This design comes from an exercise in tuning for small area, a short achievable clock period and few clock cycles per item on the open sky130 flow, not from production work. Function was checked by simulation only, so behaviour that the tests miss may differ from the original. Power figures rest on the tool's default switching activity, not on a simulated workload.

Design DES_Core, start of the top module:
module DES_Core(
    input wire clk,
    input wire reset,
    input wire start_i,
    input wire [63:0] plaintext_i,
    input wire [63:0] key_i,
    output reg [63:0] ciphertext_o,
    output reg done_o
    );
  ...
export LEC_CHECK = 0
export CAP_MARGIN = 20
export CORE_MARGIN = 2
export CORE_UTILIZATION = 40
export SLEW_MARGIN = 20
create_clock -name core_clock -period 5.0 [get_ports {clk}]
standard.sh (not shown) runs the stock make flow with config.mk's settings and CLKGATE_MAP_FILE= SYNTH_SCRIPT=/design/flow/synth_recipe.tcl, a recipe that flattens the netlist after the stock synthesis.
==> flow/flow/run.sh <==
#!/bin/bash
# The standard layout, with small buffers on the ports instead of the
# delay buffers buffer_ports picks by default. Make output goes to flow_make.log.
set -euo pipefail
export BUFFER_PORTS_ARGS="-buffer_cell sky130_fd_sc_hd__buf_2"
bash standard.sh finish > flow_make.log 2>&1
Testbench counts at the start, summed over its fixed seeds: cycles 4,808, blocks 2,400.
Next try:
--- a/flow/flow/run.sh
+++ b/flow/flow/run.sh
@@ -5,2 +5,3 @@
 export BUFFER_PORTS_ARGS="-buffer_cell sky130_fd_sc_hd__buf_2"
-bash standard.sh finish > flow_make.log 2>&1
+export POST_GLOBAL_PLACE_TCL="$PWD/flow/outbuf.tcl"
+bash standard.sh DONT_USE_CELLS="sky130_fd_sc_hd__lpflow_bleeder_1 sky130_fd_sc_hd__lpflow_clkbufkapwr_1 sky130_fd_sc_hd__lpflow_clkbufkapwr_16 sky130_fd_sc_hd__lpflow_clkbufkapwr_2 sky130_fd_sc_hd__lpflow_clkbufkapwr_4 sky130_fd_sc_hd__lpflow_clkbufkapwr_8 sky130_fd_sc_hd__lpflow_clkinvkapwr_1 sky130_fd_sc_hd__lpflow_clkinvkapwr_16 sky130_fd_sc_hd__lpflow_clkinvkapwr_2 sky130_fd_sc_hd__lpflow_clkinvkapwr_4 sky130_fd_sc_hd__lpflow_clkinvkapwr_8 sky130_fd_sc_hd__lpflow_decapkapwr_12 sky130_fd_sc_hd__lpflow_decapkapwr_3 sky130_fd_sc_hd__lpflow_decapkapwr_4 sky130_fd_sc_hd__lpflow_decapkapwr_6 sky130_fd_sc_hd__lpflow_decapkapwr_8 sky130_fd_sc_hd__lpflow_inputiso0n_1 sky130_fd_sc_hd__lpflow_inputiso0p_1 sky130_fd_sc_hd__lpflow_inputiso1n_1 sky130_fd_sc_hd__lpflow_inputiso1p_1 sky130_fd_sc_hd__lpflow_inputisolatch_1 sky130_fd_sc_hd__lpflow_isobufsrc_1 sky130_fd_sc_hd__lpflow_isobufsrc_16 sky130_fd_sc_hd__lpflow_isobufsrc_2 sky130_fd_sc_hd__lpflow_isobufsrc_4 sky130_fd_sc_hd__lpflow_isobufsrc_8 sky130_fd_sc_hd__lpflow_isobufsrckapwr_16 sky130_fd_sc_hd__lpflow_lsbuf_lh_hl_isowell_tap_1 sky130_fd_sc_hd__lpflow_lsbuf_lh_hl_isowell_tap_2 sky130_fd_sc_hd__lpflow_lsbuf_lh_hl_isowell_tap_4 sky130_fd_sc_hd__lpflow_lsbuf_lh_isowell_4 sky130_fd_sc_hd__lpflow_lsbuf_lh_isowell_tap_1 sky130_fd_sc_hd__lpflow_lsbuf_lh_isowell_tap_2 sky130_fd_sc_hd__lpflow_lsbuf_lh_isowell_tap_4 sky130_fd_sc_hd__probe_p_8 sky130_fd_sc_hd__probec_p_8  sky130_fd_sc_hd__xor3_1 sky130_fd_sc_hd__xor3_2 sky130_fd_sc_hd__xor3_4 sky130_fd_sc_hd__xnor3_1 sky130_fd_sc_hd__xnor3_2 sky130_fd_sc_hd__xnor3_4" finish > flow_make.log 2>&1
==> flow/flow/outbuf.tcl (new file) <==
# Output ports drive only the 0.01 pF pin load: a buf_1 is enough there.
set n 0
foreach bterm [[ord::get_db_block] getBTerms] {
  if {[$bterm getIoType] != "OUTPUT"} { continue }
  set net [$bterm getNet]
  if {$net == "NULL"} { continue }
  foreach iterm [$net getITerms] {
    if {[$iterm isOutputSignal]} {
      set inst [$iterm getInst]
      if {[[$inst getMaster] getName] == "sky130_fd_sc_hd__buf_2"} {
        replace_cell [$inst getName] sky130_fd_sc_hd__buf_1
        incr n
      }
    }
  }
}
puts "outbuf.tcl: $n output buffers set to buf_1"
--- a/flow/config.mk
+++ b/flow/config.mk
@@ -10,2 +10,6 @@
 export CORE_UTILIZATION = 40
+export CTS_BUF_LIST = sky130_fd_sc_hd__clkbuf_4 sky130_fd_sc_hd__clkbuf_8
+export CTS_CLUSTER_DIAMETER = 120
+export CTS_CLUSTER_SIZE = 30
+export SETUP_SLACK_MARGIN = 2.65
 export SLEW_MARGIN = 20
Result: Via count goes up by 0.76%; global-route usage came out lower by 0.82 points; clock skew is about the same; non-clock buffer count came out higher by 3.


DES_Core again, from the RTL that the note above started with.
clock: 5.0 ns
lec_check: 0
cap_margin: 20
core_margin: 2
core_utilization: 40
cts_buf_list: sky130_fd_sc_hd__clkbuf_4 sky130_fd_sc_hd__clkbuf_8
slew_margin: 20
==> flow/flow/run.sh <==
#!/bin/bash
# The standard layout, with small buffers on the ports instead of the
# delay buffers buffer_ports picks by default. Make output goes to flow_make.log.
set -euo pipefail
export BUFFER_PORTS_ARGS="-buffer_cell sky130_fd_sc_hd__buf_2"
bash standard.sh DONT_USE_CELLS="sky130_fd_sc_hd__lpflow_bleeder_1 sky130_fd_sc_hd__lpflow_clkbufkapwr_1 sky130_fd_sc_hd__lpflow_clkbufkapwr_16 sky130_fd_sc_hd__lpflow_clkbufkapwr_2 sky130_fd_sc_hd__lpflow_clkbufkapwr_4 sky130_fd_sc_hd__lpflow_clkbufkapwr_8 sky130_fd_sc_hd__lpflow_clkinvkapwr_1 sky130_fd_sc_hd__lpflow_clkinvkapwr_16 sky130_fd_sc_hd__lpflow_clkinvkapwr_2 sky130_fd_sc_hd__lpflow_clkinvkapwr_4 sky130_fd_sc_hd__lpflow_clkinvkapwr_8 sky130_fd_sc_hd__lpflow_decapkapwr_12 sky130_fd_sc_hd__lpflow_decapkapwr_3 sky130_fd_sc_hd__lpflow_decapkapwr_4 sky130_fd_sc_hd__lpflow_decapkapwr_6 sky130_fd_sc_hd__lpflow_decapkapwr_8 sky130_fd_sc_hd__lpflow_inputiso0n_1 sky130_fd_sc_hd__lpflow_inputiso0p_1 sky130_fd_sc_hd__lpflow_inputiso1n_1 sky130_fd_sc_hd__lpflow_inputiso1p_1 sky130_fd_sc_hd__lpflow_inputisolatch_1 sky130_fd_sc_hd__lpflow_isobufsrc_1 sky130_fd_sc_hd__lpflow_isobufsrc_16 sky130_fd_sc_hd__lpflow_isobufsrc_2 sky130_fd_sc_hd__lpflow_isobufsrc_4 sky130_fd_sc_hd__lpflow_isobufsrc_8 sky130_fd_sc_hd__lpflow_isobufsrckapwr_16 sky130_fd_sc_hd__lpflow_lsbuf_lh_hl_isowell_tap_1 sky130_fd_sc_hd__lpflow_lsbuf_lh_hl_isowell_tap_2 sky130_fd_sc_hd__lpflow_lsbuf_lh_hl_isowell_tap_4 sky130_fd_sc_hd__lpflow_lsbuf_lh_isowell_4 sky130_fd_sc_hd__lpflow_lsbuf_lh_isowell_tap_1 sky130_fd_sc_hd__lpflow_lsbuf_lh_isowell_tap_2 sky130_fd_sc_hd__lpflow_lsbuf_lh_isowell_tap_4 sky130_fd_sc_hd__probe_p_8 sky130_fd_sc_hd__probec_p_8  sky130_fd_sc_hd__xor3_1 sky130_fd_sc_hd__xor3_2 sky130_fd_sc_hd__xor3_4 sky130_fd_sc_hd__xnor3_1 sky130_fd_sc_hd__xnor3_2 sky130_fd_sc_hd__xnor3_4" finish > flow_make.log 2>&1
The first run ran to the end with no violations.
Testbench counts at the start, summed over its fixed seeds: cycles 4,808, blocks 2,400.
Then changed:
--- a/flow/flow/run.sh
+++ b/flow/flow/run.sh
@@ -5,0 +6 @@
+export POST_GLOBAL_PLACE_TCL="$PWD/flow/outbuf.tcl"
==> flow/flow/outbuf.tcl (new file) <==
# Output ports drive only the 0.01 pF pin load: a buf_1 is enough there.
set n 0
foreach bterm [[ord::get_db_block] getBTerms] {
  if {[$bterm getIoType] != "OUTPUT"} { continue }
  set net [$bterm getNet]
  if {$net == "NULL"} { continue }
  foreach iterm [$net getITerms] {
    if {[$iterm isOutputSignal]} {
      set inst [$iterm getInst]
      if {[[$inst getMaster] getName] == "sky130_fd_sc_hd__buf_2"} {
        replace_cell [$inst getName] sky130_fd_sc_hd__buf_1
        incr n
      }
    }
  }
}
puts "outbuf.tcl: $n output buffers set to buf_1"
SETUP_SLACK_MARGIN = 2.75   (was unset)
Effect:
- The new run passed the timing, design-rule and antenna checks
- total power went down by a few percent
- clock power fell by about a fifth
- setup slack improves by 0.14 ns
- wire length goes up slightly
- worst hold slack gets better by 0.0060 ns
- final area rises by a few percent
- register-to-register slack is about the same
- via count drops slightly
- global-route usage rises by 0.11 points
Then changed:
CAP_MARGIN = 0   (was 20)
PLACE_DENSITY = 0.7   (was unset)
SETUP_SLACK_MARGIN = 2.65   (was 2.75)
SLEW_MARGIN = 0   (was 20)
The new run ran to the end with no violations.
Power fell by a few percent.
Setup slack is worse by 0.048 ns.
Synthesized cell count stays the same.
Then changed:
--- a/flow/flow/run.sh
+++ b/flow/flow/run.sh
@@ -6 +5,0 @@
-export POST_GLOBAL_PLACE_TCL="$PWD/flow/outbuf.tcl"
CAP_MARGIN = 20   (was 0)
CORE_UTILIZATION = 65   (was 40)
PLACE_DENSITY = 0.75   (was 0.7)
SETUP_SLACK_MARGIN = unset   (was 2.65)
SLEW_MARGIN = 20   (was 0)
removed: flow/flow/outbuf.tcl
Worst hold slack improved by 0.010 ns.
Via count rose by a few percent.
Combinational power went up by a few percent.
Total power went up by a few percent.

==> what the ideal ports hide <==
How much do the figures lean on ideal ports? The routed layouts below were timed once more, with nothing changed but the port constraints.
Step 1 (the two cells are an assumption about what drives the block):
set clk [get_ports {clk}]
set_driving_cell -lib_cell sky130_fd_sc_hd__clkbuf_16 $clk
set_driving_cell -lib_cell sky130_fd_sc_hd__buf_2 [delete_from_list [all_inputs] $clk]
Step 2 times the ports against the registers' clock, not the clock port: input delays grow and output delays shrink by t, the midpoint of the rising clock arrivals with the driver on.
Slacks: ideal / step 1 / step 2; pairs: ideal / step 1.
run | t, ns | setup WS [ns] | hold WS [ns] | worst data-port slew with drivers (ns)
the first run of note 1 | 0.387 | 2.353 / 2.376 / 1.990 | 0.350 / 0.350 / 0.350 | 0.05
the second run of note 1 | 0.390 | 2.676 / 2.693 / 2.303 | 0.348 / 0.348 / 0.348 | 0.06
the first run of note 2 | 0.409 | 2.609 / 2.617 / 2.208 | 0.356 / 0.356 / 0.356 | 0.05
the second run of note 2 | 0.400 | 2.750 / 2.765 / 2.365 | 0.362 / 0.362 / 0.362 | 0.05
the third run of note 2 | 0.387 | 2.702 / 2.717 / 2.330 | 0.355 / 0.355 / 0.355 | 0.06
the fourth run of note 2 | 0.409 | 2.493 / 2.507 / 2.097 | 0.365 / 0.365 / 0.365 | 0.04
After both steps every run listed still meets setup and hold. The setup slack of the first run of note 2, which loses most, moves by +0.008 ns with the drivers and by -0.401 ns with both steps.
